Context: an optimization exercise on an open-source flow, tuned for a short achievable clock period and few clock cycles. The choices shown serve that exercise and are no tape-out recipe. Function was checked by simulation only, so behaviour that the tests miss may differ from the original. Power is estimated from default activity; no workload was simulated.

==> flow/design.v <==
module mips (
    input clock,
    input reset,
    output [31:0] imem_addr,
    input  [31:0] imem_data,
    output [7:0]  dmem_addr,
    output [31:0] dmem_wdata,
    output        dmem_we,
    output        dmem_byte,
    input  [31:0] dmem_rdata
);
    reg [31:0] pc;
    reg        d_valid;
    reg [31:0] d_ir;
    reg [31:0] d_pc4;
    reg        e_valid_wr;    
    reg        e_load;
    reg        e_store;
    reg        e_byte;
    reg        e_branch;      
    reg [4:0]  e_rd;
    reg [2:0]  e_sel;         
    reg [31:0] e_a;
    reg [31:0] e_b;
    reg [31:0] e_sd;          
    reg        e_fwd_a, e_fwd_b, e_fwd_sd;
    reg [31:0] e_target;
    reg        m_wr;
    reg        m_load;
    reg        m_store;
    reg        m_byte;
    reg [4:0]  m_rd;
    reg [31:0] m_res;
    reg [31:0] m_sd;
    reg        w_wr;
    reg [4:0]  w_rd;
    reg [31:0] w_data;
    reg [31:0] registers [0:31];
    assign imem_addr = pc;
    wire [31:0] pc_plus4 = pc + 32'd4;
    wire        f_jump = &imem_data[31:29];
    wire [31:0] f_jtarget = {6'b000000, imem_data[25:0]};
    wire [5:0] op = d_ir[31:26];
    wire [4:0] rs = d_ir[25:21];
    wire [4:0] rt = d_ir[20:16];
    wire [4:0] rd = d_ir[15:11];
    wire [31:0] simm = {{16{d_ir[15]}}, d_ir[15:0]};
    wire dc_rtype  = (op == 6'b000000);
    wire dc_jump   = op[5] & op[4] & op[3];
    wire dc_branch = op[5] & op[1] & op[0] & ~dc_jump;
    wire dc_move   = (op == 6'b100000);
    wire dc_store  = (op[5:1] == 5'b01000);
    wire dc_load   = (op[5:1] == 5'b00100);
    wire dc_byte   = (op == 6'b001001) | (op == 6'b010001);
    wire dc_regwr  = ~(dc_store | dc_jump | (op[5] & op[1] & op[0]));
    wire dc_useimm = ~dc_rtype & ~(op[5] & op[1] & op[0]);
    wire [2:0] P;
    assign P[0] = op[3] | op[4] | (op[0] ^ op[1]) | dc_rtype;
    assign P[1] = op[5] | (~op[2] & op[1] & op[0]) | dc_rtype;
    assign P[2] = ~op[2] | op[1];
    wire       fn_sel = &P;
    wire [2:0] C = fn_sel ? {d_ir[1], ~d_ir[2] & d_ir[1] & d_ir[0], d_ir[1] ^ d_ir[0]} : P;
    wire d_static_taken = d_valid & dc_branch & (rs == rt) & C[2] & ~(~C[1] & C[0]);
    wire [31:0] d_target = d_pc4 + {simm[29:0], 2'b00};
    wire [4:0] dst = dc_rtype ? rd : rt;
    wire uses_rs = ~d_static_taken;
    wire uses_rt = dc_rtype | dc_branch | dc_store;
    wire        e_wr_now = e_valid_wr;
    wire a_hit_e = e_wr_now & (e_rd == rs);
    wire a_hit_m = m_wr & (m_rd == rs);
    wire a_hit_w = w_wr & (w_rd == rs);
    wire b_hit_e = e_wr_now & (e_rd == rt);
    wire b_hit_m = m_wr & (m_rd == rt);
    wire b_hit_w = w_wr & (w_rd == rt);
    wire [31:0] rf_a = registers[rs];
    wire [31:0] rf_b = registers[rt];
    wire [31:0] va = a_hit_m ? m_res : a_hit_w ? w_data : rf_a;
    wire [31:0] vb = b_hit_m ? m_res : b_hit_w ? w_data : rf_b;
    wire a_wait = a_hit_e ? e_load : (a_hit_m & m_load);
    wire b_wait = b_hit_e ? e_load : (b_hit_m & m_load);
    wire stall = d_valid & ((uses_rs & a_wait) | (uses_rt & b_wait));
    wire [31:0] a  = e_fwd_a  ? m_res : e_a;
    wire [31:0] b  = e_fwd_b  ? m_res : e_b;
    wire [31:0] sd = e_fwd_sd ? m_res : e_sd;
    wire [31:0] sum  = a + b;
    wire [31:0] diff = a - b;
    wire        ltu  = a < b;
    reg  [31:0] alu;
    always @(*) begin
        case (e_sel)
            3'b000: alu = a & b;
            3'b001: alu = a | b;
            3'b010: alu = a ^ b;
            3'b011: alu = ~(a | b);
            3'b100: alu = {31'd0, ltu};
            3'b101: alu = sum;
            default: alu = diff;
        endcase
    end
    wire z_and = ~|(a & sd);
    wire z_or  = ~|(a | sd);
    wire z_add = ~|((a ^ sd) ^ {(a[30:0] | sd[30:0]), 1'b0});
    wire z_sub = (a == sd);
    wire z_lt  = ~(a < sd);
    reg  cond;
    always @(*) begin
        case (e_sel)
            3'b000: cond = z_and;
            3'b001: cond = z_or;
            3'b100: cond = z_lt;
            3'b101: cond = z_add;
            default: cond = z_sub;
        endcase
    end
    wire e_redirect = e_branch & cond;
    assign dmem_addr  = m_res[7:0];
    assign dmem_wdata = m_sd;
    assign dmem_we    = m_store;
    assign dmem_byte  = m_byte;
    wire [31:0] mem_data = m_byte ? {24'b0, dmem_rdata[7:0]} : dmem_rdata;
    wire d_go = d_valid & ~stall & ~e_redirect;
    always @(posedge clock) begin
        if (reset)
            pc <= 32'd0;
        else if (e_redirect)
            pc <= e_target;
        else if (d_static_taken)
            pc <= d_target;
        else if (stall)
            pc <= pc;
        else if (f_jump)
            pc <= f_jtarget;
        else
            pc <= pc_plus4;
        if (reset)
            d_valid <= 1'b0;
        else if (e_redirect | d_static_taken)
            d_valid <= 1'b0;
        else if (~stall)
            d_valid <= ~f_jump;
        if (~stall) begin
            d_ir  <= imem_data;
            d_pc4 <= pc_plus4;
        end
        if (reset) begin
            e_valid_wr <= 1'b0;
            e_load     <= 1'b0;
            e_store    <= 1'b0;
            e_branch   <= 1'b0;
        end else begin
            e_valid_wr <= d_go & dc_regwr;
            e_load     <= d_go & dc_load;
            e_store    <= d_go & dc_store;
            e_branch   <= d_go & dc_branch & ~d_static_taken;
        end
        e_byte   <= dc_byte;
        e_rd     <= dst;
        e_sel    <= dc_move ? 3'b001 : C;
        e_a      <= va;
        e_b      <= dc_move ? 32'd0 : dc_useimm ? simm : vb;
        e_sd     <= vb;
        e_fwd_a  <= a_hit_e;
        e_fwd_b  <= b_hit_e & ~dc_useimm;
        e_fwd_sd <= b_hit_e;
        e_target <= d_target;
        if (reset) begin
            m_wr    <= 1'b0;
            m_load  <= 1'b0;
            m_store <= 1'b0;
        end else begin
            m_wr    <= e_valid_wr;
            m_load  <= e_load;
            m_store <= e_store;
        end
        m_byte <= e_byte;
        m_rd   <= e_rd;
        m_res  <= alu;
        m_sd   <= sd;
        if (reset)
            w_wr <= 1'b0;
        else
            w_wr <= m_wr;
        w_rd   <= m_rd;
        w_data <= m_load ? mem_data : m_res;
        if (w_wr)
            registers[w_rd] <= w_data;
    end
endmodule
==> flow/flow/run.sh <==
#!/bin/bash
export SETUP_SLACK_MARGIN=7.6
bash standard.sh > standard.log 2>&1
==> flow/standard.sh <==
#!/bin/bash
# synth_recipe.tcl (not shown) runs the flow's synth.tcl, then flattens the netlist and writes it again
# the make line also repeats each setting of config.mk as NAME=value (left out here)
make -C /OpenROAD-flow-scripts/flow DESIGN_CONFIG=/design/flow/config.mk WORK_HOME=/design/flow/orfs CLKGATE_MAP_FILE= SYNTH_SCRIPT=/design/flow/synth_recipe.tcl "${@:-finish}"
==> flow/config.mk <==
export PLATFORM = sky130hd
export DESIGN_NAME = mips
export DESIGN_NICKNAME = mips
export VERILOG_FILES = /design/flow/design.v
export SDC_FILE = /design/flow/constraint.sdc
export NUM_CORES = 4
export LEC_CHECK = 0
export ABC_CLOCK_PERIOD_IN_PS = 3000
export CAP_MARGIN = 20
export CORE_MARGIN = 2
export CORE_UTILIZATION = 40
export SLEW_MARGIN = 20
==> flow/constraint.sdc <==
create_clock -name core_clock -period 11.0 [get_ports {clock}]
set_input_delay 2.2000 -clock core_clock [delete_from_list [all_inputs] [get_ports {clock}]]
set_output_delay 2.2000 -clock core_clock [all_outputs]
set_load 0.01 [all_outputs]
==> impl_metrics.toml, run 1 <==
[run_status]
outcome = "finished clean"

[sta]
layout_setup_ws_ns = 7.289
maxSlewViolCount = 0
hold_viol_final = 0
period_share_pct = 33.73
setup_viol = 0
rsz0062_at_grt = "yes"
timing.final.crit_period_ns = 3.711
holdWs_ns = 0.3350
fmax_ghz = 0.2695
worstMarginPinSlew_ns = 1.111
finClkSkew_ns = 0.04354
relSlewSlack_pct = 25.83
setup_tns_ns = 0

[power]
pwr-share-clk_pct = 36.4
ir_worst_vdd_mv = 0.1638
intPower_w = 0.01039
combPwrFrac_pct = 16.5
switchingPower_w = 0.004167
switching_share_pct = 28.62
leakage_nw = 28.83
seq_power_share_pct = 47.1
cellPowerDensity_nw_per_um2 = 173.3

[critical_path]
path_max_fanout = 8
critPathKind = "reg -> reg"
startpoint_type = "flip-flop"
crit_arrival_ns = 4.43
crit_path_end_kind = "flip-flop"
required_ns = 11.72
r2r_setup_slack_ns = 7.29

[synthesis]
synth_nets = 4899
ys_async_sr_fraction_pct = 0
yosysTopAreaCell = "edfxtp_1"
ys_ff_latch = 1386
synth_cells = 4606
avgSynthCellArea_sq_um = 15.09
yosysSeqAreaShare_pct = 55.59
synth_edf_count = 1088
yosysTopAreaCellShare_pct = 47.01
synthesis.area_sq_um = 69510
synthTopCellsByArea = "edfxtp_1 47%, mux4_2 21%, dfxtp_1 8.6%, ha_1 4.0%, mux2i_1 2.8%"
ys_warn_count = 1
yosysUniqueCellTypes = 90
yosysMostFrequentCell = "edfxtp_1"
synth_common_cells = "1088 x edfxtp_1, 640 x mux4_2, 298 x dfxtp_1"
ys.flop_type = "edfxtp_1"

[global_routing]
grt_pass1_wl_mm = 320.1
grt_pass1_vias = 44040
track_usage_pct = 25.30
antenna_found_initial = 7
grt_max_degree = 83
grt_overflow = 0

[clock_network]
insertion_delay_ns = 0.83
cts_tree = "built"
cts_buffers = 153
clk_pin_slew_ns = 0.06
clockRootBuffer = "clkbuf_16"
cts_hold_buf = 0
htreeDepth = 4
cts_sinks = 1386
clockBufferDepth = 3

[placed_design]
routabilityCongestion = 0.9288
placed_area_sq_um = 73590
dp_slack_ns = 5.942
port_buffers = 139
dp_hpwl_mm = 131.2

[die]
die_w_um = 420.9
die_h_um = 420.9
dieArea_sq_um = 177100
start_util_pct = 40.38
row_count = 152
core_sq_um = 172100
io_pins = 140

[drt]
viasPerCell = 6.135
drc = 0
antenna_left = 0
vias = 44930
wire_per_inst_um = 31.06
dr.pass1.iters = 5
dr.first_iter.drc_count = 5731
wl_mm = 227.5

[layout]
n_antenna_cell = 0
finalInstanceArea_sq_um = 84020
drive_above_1_share_pct = 34.94
fin_nets = 5183
largest_reg_flops = 1024
regMostFlops = "registers"
fillers = 14370
syn_to_final_growth_pct = 20.89

[worst_hold_path]
hold_path_class = "reg -> reg"

[job]
drv_cap = 0
## final cells by class
type	instances	area, sq um	area share, %
multi-input cells	2713	31420	37.40
clock inverters	79	968.4	1.153
clock buffers	200	4189	4.985
inverters	196	770.7	0.9173
well taps	2310	2890	3.440
repair buffers	440	4845	5.766
flip-flops and latches	1386	38940	46.34
## power groups by stage
| stage | combinational (W) | clock (W) | sequential (W) |
|---|---|---|---|
| after floorplan | 0.00126 | 0 | 0.00663 |
| after global placement | 0.00189 | 0 | 0.00691 |
| after detailed placement | 0.00190 | 0 | 0.00693 |
| after CTS | 0.00219 | 0.00537 | 0.00684 |
| after global routing | 0.00254 | 0.00557 | 0.00690 |
| final | 0.00240 | 0.00529 | 0.00686 |
## metal layers
metal  routed length, um  global-route usage [%]  up-vias
li1                    -                       -    18860
met1               90390                   34.22    23380
met2              107600                   40.25     2247
met3               19150                   4.437      437
met4               10370                   11.02        0
met5                   0                       0        -
## worst paths after layout
path / start / to / depth (start not counted)
worst max-delay path: e_fwd_sd$_DFF_P_ / pc[10]$_SDFFE_PP0P_ / 15
worst min-delay path: e_byte$_DFF_P_ / m_byte$_DFF_P_ / 0
worst max register to register: e_fwd_sd$_DFF_P_ / pc[10]$_SDFFE_PP0P_ / 15
worst min register to register: e_byte$_DFF_P_ / m_byte$_DFF_P_ / 0
## layout by cell type, fill, tap and decap left out, types with 89 or more instances in the layout
| master | n |
|---|---|
| ha_1 | 181 |
| inv_1 | 172 |
| nor2_1 | 241 |
| clkbuf_16 | 160 |
| o21ai_0 | 160 |
| a21oi_1 | 210 |
| buf_6 | 89 |
| edfxtp_1 | 1088 |
| nand2_1 | 211 |
| mux4_2 | 640 |
| mux2i_1 | 106 |
| dfxtp_1 | 188 |
| buf_4 | 209 |
## through the flow
step	cells	utilization [%]	power (W)
global route	7324	48.82	0.01501
global placement	6832	42.75	0.008808
finish	7324	48.82	0.01456
floorplan	4606	-	0.007895
detailed placement	6832	42.76	0.008825
CTS	7249	47.79	0.01439
## critical path, stage by stage, from the launching register on
cell	delay [ns]
dfxtp_4	0.44
buf_12	0.17
buf_16	0.18
mux2i_4	0.31
ha_4	0.19
inv_1	0.05
a21oi_2	0.14
o31ai_2	0.09
a221o_1	0.36
a311oi_2	0.35
a31oi_4	0.19
buf_4	0.19
buf_12	0.14
buf_16	0.14
or4_1	0.52
a21oi_1	0.14
## cells by family (layout without fill, tap and decap cells)
logic type               Yosys count  after routing  synth area share (%)
AND/OR/NAND/NOR                  738            738                 4.781
multiplexers                     864            864                 24.02
buffers and inverters            508            915                 2.886
XOR/XNOR                         123            123                 1.550
AO/OA/AOI/OAI                    760            761                 7.058
adder cells (fa/ha/maj)          227            227                 4.119
flip-flops                      1386           1386                 55.59
## timing repair
action | 4_1_cts | 5_1_grt
setup endpoints to repair | 304 | 167
pin swaps | 68 | 91
gates cloned | 18 | 4
buffers inserted | 120 | 70
gates resized for setup | 823 | 223
endpoints found under the hold margin | 0 | 0
Testbench counts, summed over its fixed seeds: cycles 40,346.
==> run 2: changes to the inputs <==
==> flow/run.sh (new file) <==
#!/bin/bash
# synth_recipe.tcl (not shown) runs the flow's synth.tcl, then flattens the netlist and writes it again
# the make line also repeats each setting of config.mk as NAME=value (left out here)
make -C /OpenROAD-flow-scripts/flow DESIGN_CONFIG=/design/flow/config.mk WORK_HOME=/design/flow/orfs CLKGATE_MAP_FILE= SYNTH_SCRIPT=/design/flow/synth_recipe.tcl finish
--- a/flow/config.mk
+++ b/flow/config.mk
@@ -6,5 +6,4 @@
 export NUM_CORES = 4
 export LEC_CHECK = 0
-export ABC_CLOCK_PERIOD_IN_PS = 3000
 export CAP_MARGIN = 20
 export CORE_MARGIN = 2
removed: flow/flow/run.sh
removed: flow/standard.sh
==> run 2 against run 1 <==
Effect of this change: first-iteration DRC count shrank 3.1%; still clean; clock power shrank 5.7%; sequential power fell by 0.7%; critical endpoint is now m_res[30]$_DFF_P_; hold slack got worse by 0.010 ns; largest power group unchanged; clock-buffer cell count decreased by 8.
==> impl_metrics.toml, run 2 <==
[synthesis]
synth_cells = 4606
synth_common_cells = "1088 x edfxtp_1, 640 x mux4_2, 298 x dfxtp_1"
yosysSeqAreaShare_pct = 55.59
yosysMostFrequentCell = "edfxtp_1"
avgSynthCellArea_sq_um = 15.09
synthTopCellsByArea = "edfxtp_1 47%, mux4_2 21%, dfxtp_1 8.6%, ha_1 4.0%, mux2i_1 2.8%"
ys_warn_count = 1
ys_async_sr_fraction_pct = 0
ys.flop_type = "edfxtp_1"
yosysUniqueCellTypes = 90
ys_ff_latch = 1386
yosysTopAreaCellShare_pct = 47.01
synth_edf_count = 1088
synthesis.area_sq_um = 69510
synth_nets = 4899
yosysTopAreaCell = "edfxtp_1"

[sta]
hold_viol_final = 0
relSlewSlack_pct = 28.17
rsz0062_at_grt = "no"
fmax_ghz = 0.1780
worstMarginPinSlew_ns = 1.076
period_share_pct = 51.08
setup_viol = 0
setup_tns_ns = 0
finClkSkew_ns = 0.03837
maxSlewViolCount = 0
timing.final.crit_period_ns = 5.618

[worst_hold_path]
hold_path_class = "reg -> reg"
worstHoldStart = "e_byte$_DFF_P_"
worst_hold_path.num_cells = 0
hold-path-endpoint = "m_byte$_DFF_P_"

[layout]
finalInstanceArea_sq_um = 78450
drive_above_1_share_pct = 22.83
layout_common_cells = "1088 x edfxtp_1, 640 x mux4_2, 259 x dfxtp_1"
syn_to_final_growth_pct = 12.86
fillers = 14960
layout_commonest_cell = "edfxtp_1"
regMostFlops = "registers"
largest_reg_flops = 1024
fin_nets = 4969

[die]
die_w_um = 420.9
die_h_um = 420.9
core_sq_um = 172100
row_count = 152
io_pins = 140
start_util_pct = 40.38
dieArea_sq_um = 177100

[critical_path]
ff2ff_path_depth = 15
startpoint_type = "flip-flop"
rr_endpoint = "m_res[30]$_DFF_P_"
crit_arrival_ns = 6.26
critPathKind = "reg -> reg"
rr_startpoint = "e_fwd_a$_DFF_P_"
crit_path_end_kind = "flip-flop"
required_ns = 11.64
r2r_setup_slack_ns = 5.38
path_max_fanout = 32

[power]
finalPower_w = 0.01372
cellPowerDensity_nw_per_um2 = 174.9
leakage_nw = 26.70
ir_worst_vdd_mv = 0.1796

[global_routing]
antenna_found_initial = 2
track_usage_pct = 24.10
grt_overflow = 0
grt_pass1_vias = 43250
grt_pass1_wl_mm = 308.1
grt_max_degree = 106

[clock_network]
insertion_delay_ns = 0.79
clockBufferDepth = 3
cts_buffers = 148
cts_hold_buf = 0
clk_pin_slew_ns = 0.06
htreeDepth = 4
cts_sinks = 1386
clockRootBuffer = "clkbuf_16"
post_cts_resized = 0
cts_tree = "built"
post_cts_buffers = 0

[drt]
wire_per_inst_um = 30.09
dr.first_iter.drc_count = 5555
vias = 43360
antenna_left = 0
drc = 0
dr.pass1.iters = 6
wl_mm = 214.0
viasPerCell = 6.096

[job]
drv_cap = 0

[placed_design]
routabilityCongestion = 0.9049
placed_area_sq_um = 73560
dp_hpwl_mm = 128.8
port_buffers = 139

[run_status]
outcome = "finished clean"
==> run 2: cell count changes in the layout (fill, tap and decap cells not counted), moves of 32 or more <==
| cell | change |
|---|---|
| ha_4 | -32 |
| mux2i_4 | -58 |
| mux2i_1 | +88 |
| buf_6 | -89 |
| ha_1 | +43 |
| dfxtp_1 | +71 |
| dfxtp_4 | -54 |
| clkdlybuf4s50_1 | +74 |
| a21oi_1 | +34 |
| buf_4 | -122 |
==> run 2: power by group <==
group          switching (W)  internal [W]  total [W]
sequential          0.000578       0.00623    0.00681
combinational        0.00113      0.000792    0.00193
clock                0.00217       0.00281    0.00499
==> run 2: worst max path at each step <==
stage | start | endpoint
after floorplan | e_fwd_a$_DFF_P_ | m_res[26]$_DFF_P_
final | e_fwd_a$_DFF_P_ | m_res[30]$_DFF_P_
after global routing | e_fwd_a$_DFF_P_ | m_res[30]$_DFF_P_
after CTS | e_fwd_a$_DFF_P_ | m_res[30]$_DFF_P_
after global placement | e_fwd_a$_DFF_P_ | m_res[30]$_DFF_P_
after detailed placement | e_fwd_a$_DFF_P_ | m_res[30]$_DFF_P_
==> run 2: area by class of cell <==
cell class	instances	area, sq um	share of cell area [%]
repair buffers	232	2155	2.747
clock buffers	192	4044	5.155
clock inverters	83	778.2	0.9921
flip-flops and latches	1386	38710	49.35
well taps	2310	2890	3.684
diodes	1	2.502	0.003190
multi-input cells	2712	29130	37.13
inverters	196	735.7	0.9378
==> run 2: cell families after synthesis <==
kind of cell / Yosys count / share of synthesized area, %
adders and majority gates: 227 / 4.119
muxes: 864 / 24.02
and+or+nand+nor: 738 / 4.781
AOI/OAI and AO/OA: 760 / 7.058
xor gates and xnor gates: 123 / 1.550
DFF: 1386 / 55.59
buffers and inverters: 508 / 2.886
==> run 2: critical path: stages (launching register included) <==
cell and delay (ns):
dfxtp_2 0.31, buf_4 0.52, mux2i_1 0.51, inv_1 0.14
ha_1 0.28, fa_1 0.49, a21oi_1 0.23, nor4_1 0.08
nor3_1 0.57, a211oi_1 0.29, o21ai_0 0.58, nand2_1 0.23
a21boi_0 0.59, o21ai_0 0.23, mux2_2 0.26, o311ai_0 0.13
==> run 2: per-stage QoR <==
step | hold slack, ns | worst slack [ns] | instances | util [%]
after CTS | 0.3275 | 5.594 | 7109 | 45.54
after global placement | 0.3120 | 5.729 | 6834 | 42.74
after floorplan | 0.3096 | 6.909 | 4606 | -
after detailed placement | 0.3143 | 5.622 | 6834 | 42.74
after global routing | 0.3402 | 5.277 | 7111 | 45.58
final | 0.3247 | 5.382 | 7112 | 45.58
==> run 2: routing by layer <==
| layer | global-route usage (%) | vias to the layer above | routed length, um |
|---|---|---|---|
| met3 | 3.676 | 378 | 16290 |
| li1 | - | 18400 | - |
| met5 | 0 | - | 10 |
| met4 | 9.544 | 2 | 8570 |
| met2 | 38.55 | 1996 | 102000 |
| met1 | 33.16 | 22580 | 87170 |

## what the ideal ports hide
The results above use ideal ports. As a check the final layouts listed here were re-extracted and re-timed, cells and wires unchanged. Step 1: set_driving_cell puts a clkbuf_16 on clock and a buf_2 on each other input, an assumption about the parent block. Step 2, shift: input delay + t, output delay - t, t = (earliest + latest rising clock arrival at the registers) / 2. This alone moves slack from input paths to output paths. a / b / c = ideal / step 1 / step 2; a / b = the first two.
| run | t (ns) | setup slack, ns | clock arrival spread, ns | worst data-port slew with drivers (ns) | cell pins on the clock port's net |
|---|---|---|---|---|---|
| run 1 | 0.885 | 7.289 / 7.289 / 6.764 | 0.059 / 0.059 | 0.05 | 1 |
| run 2 | 0.861 | 5.382 / 5.382 / 5.382 | 0.050 / 0.049 | 0.09 | 1 |
After both steps every run listed still meets setup and hold. The setup slack of run 1, which loses most, moves by 0.000 ns with the drivers and by -0.525 ns with both steps.
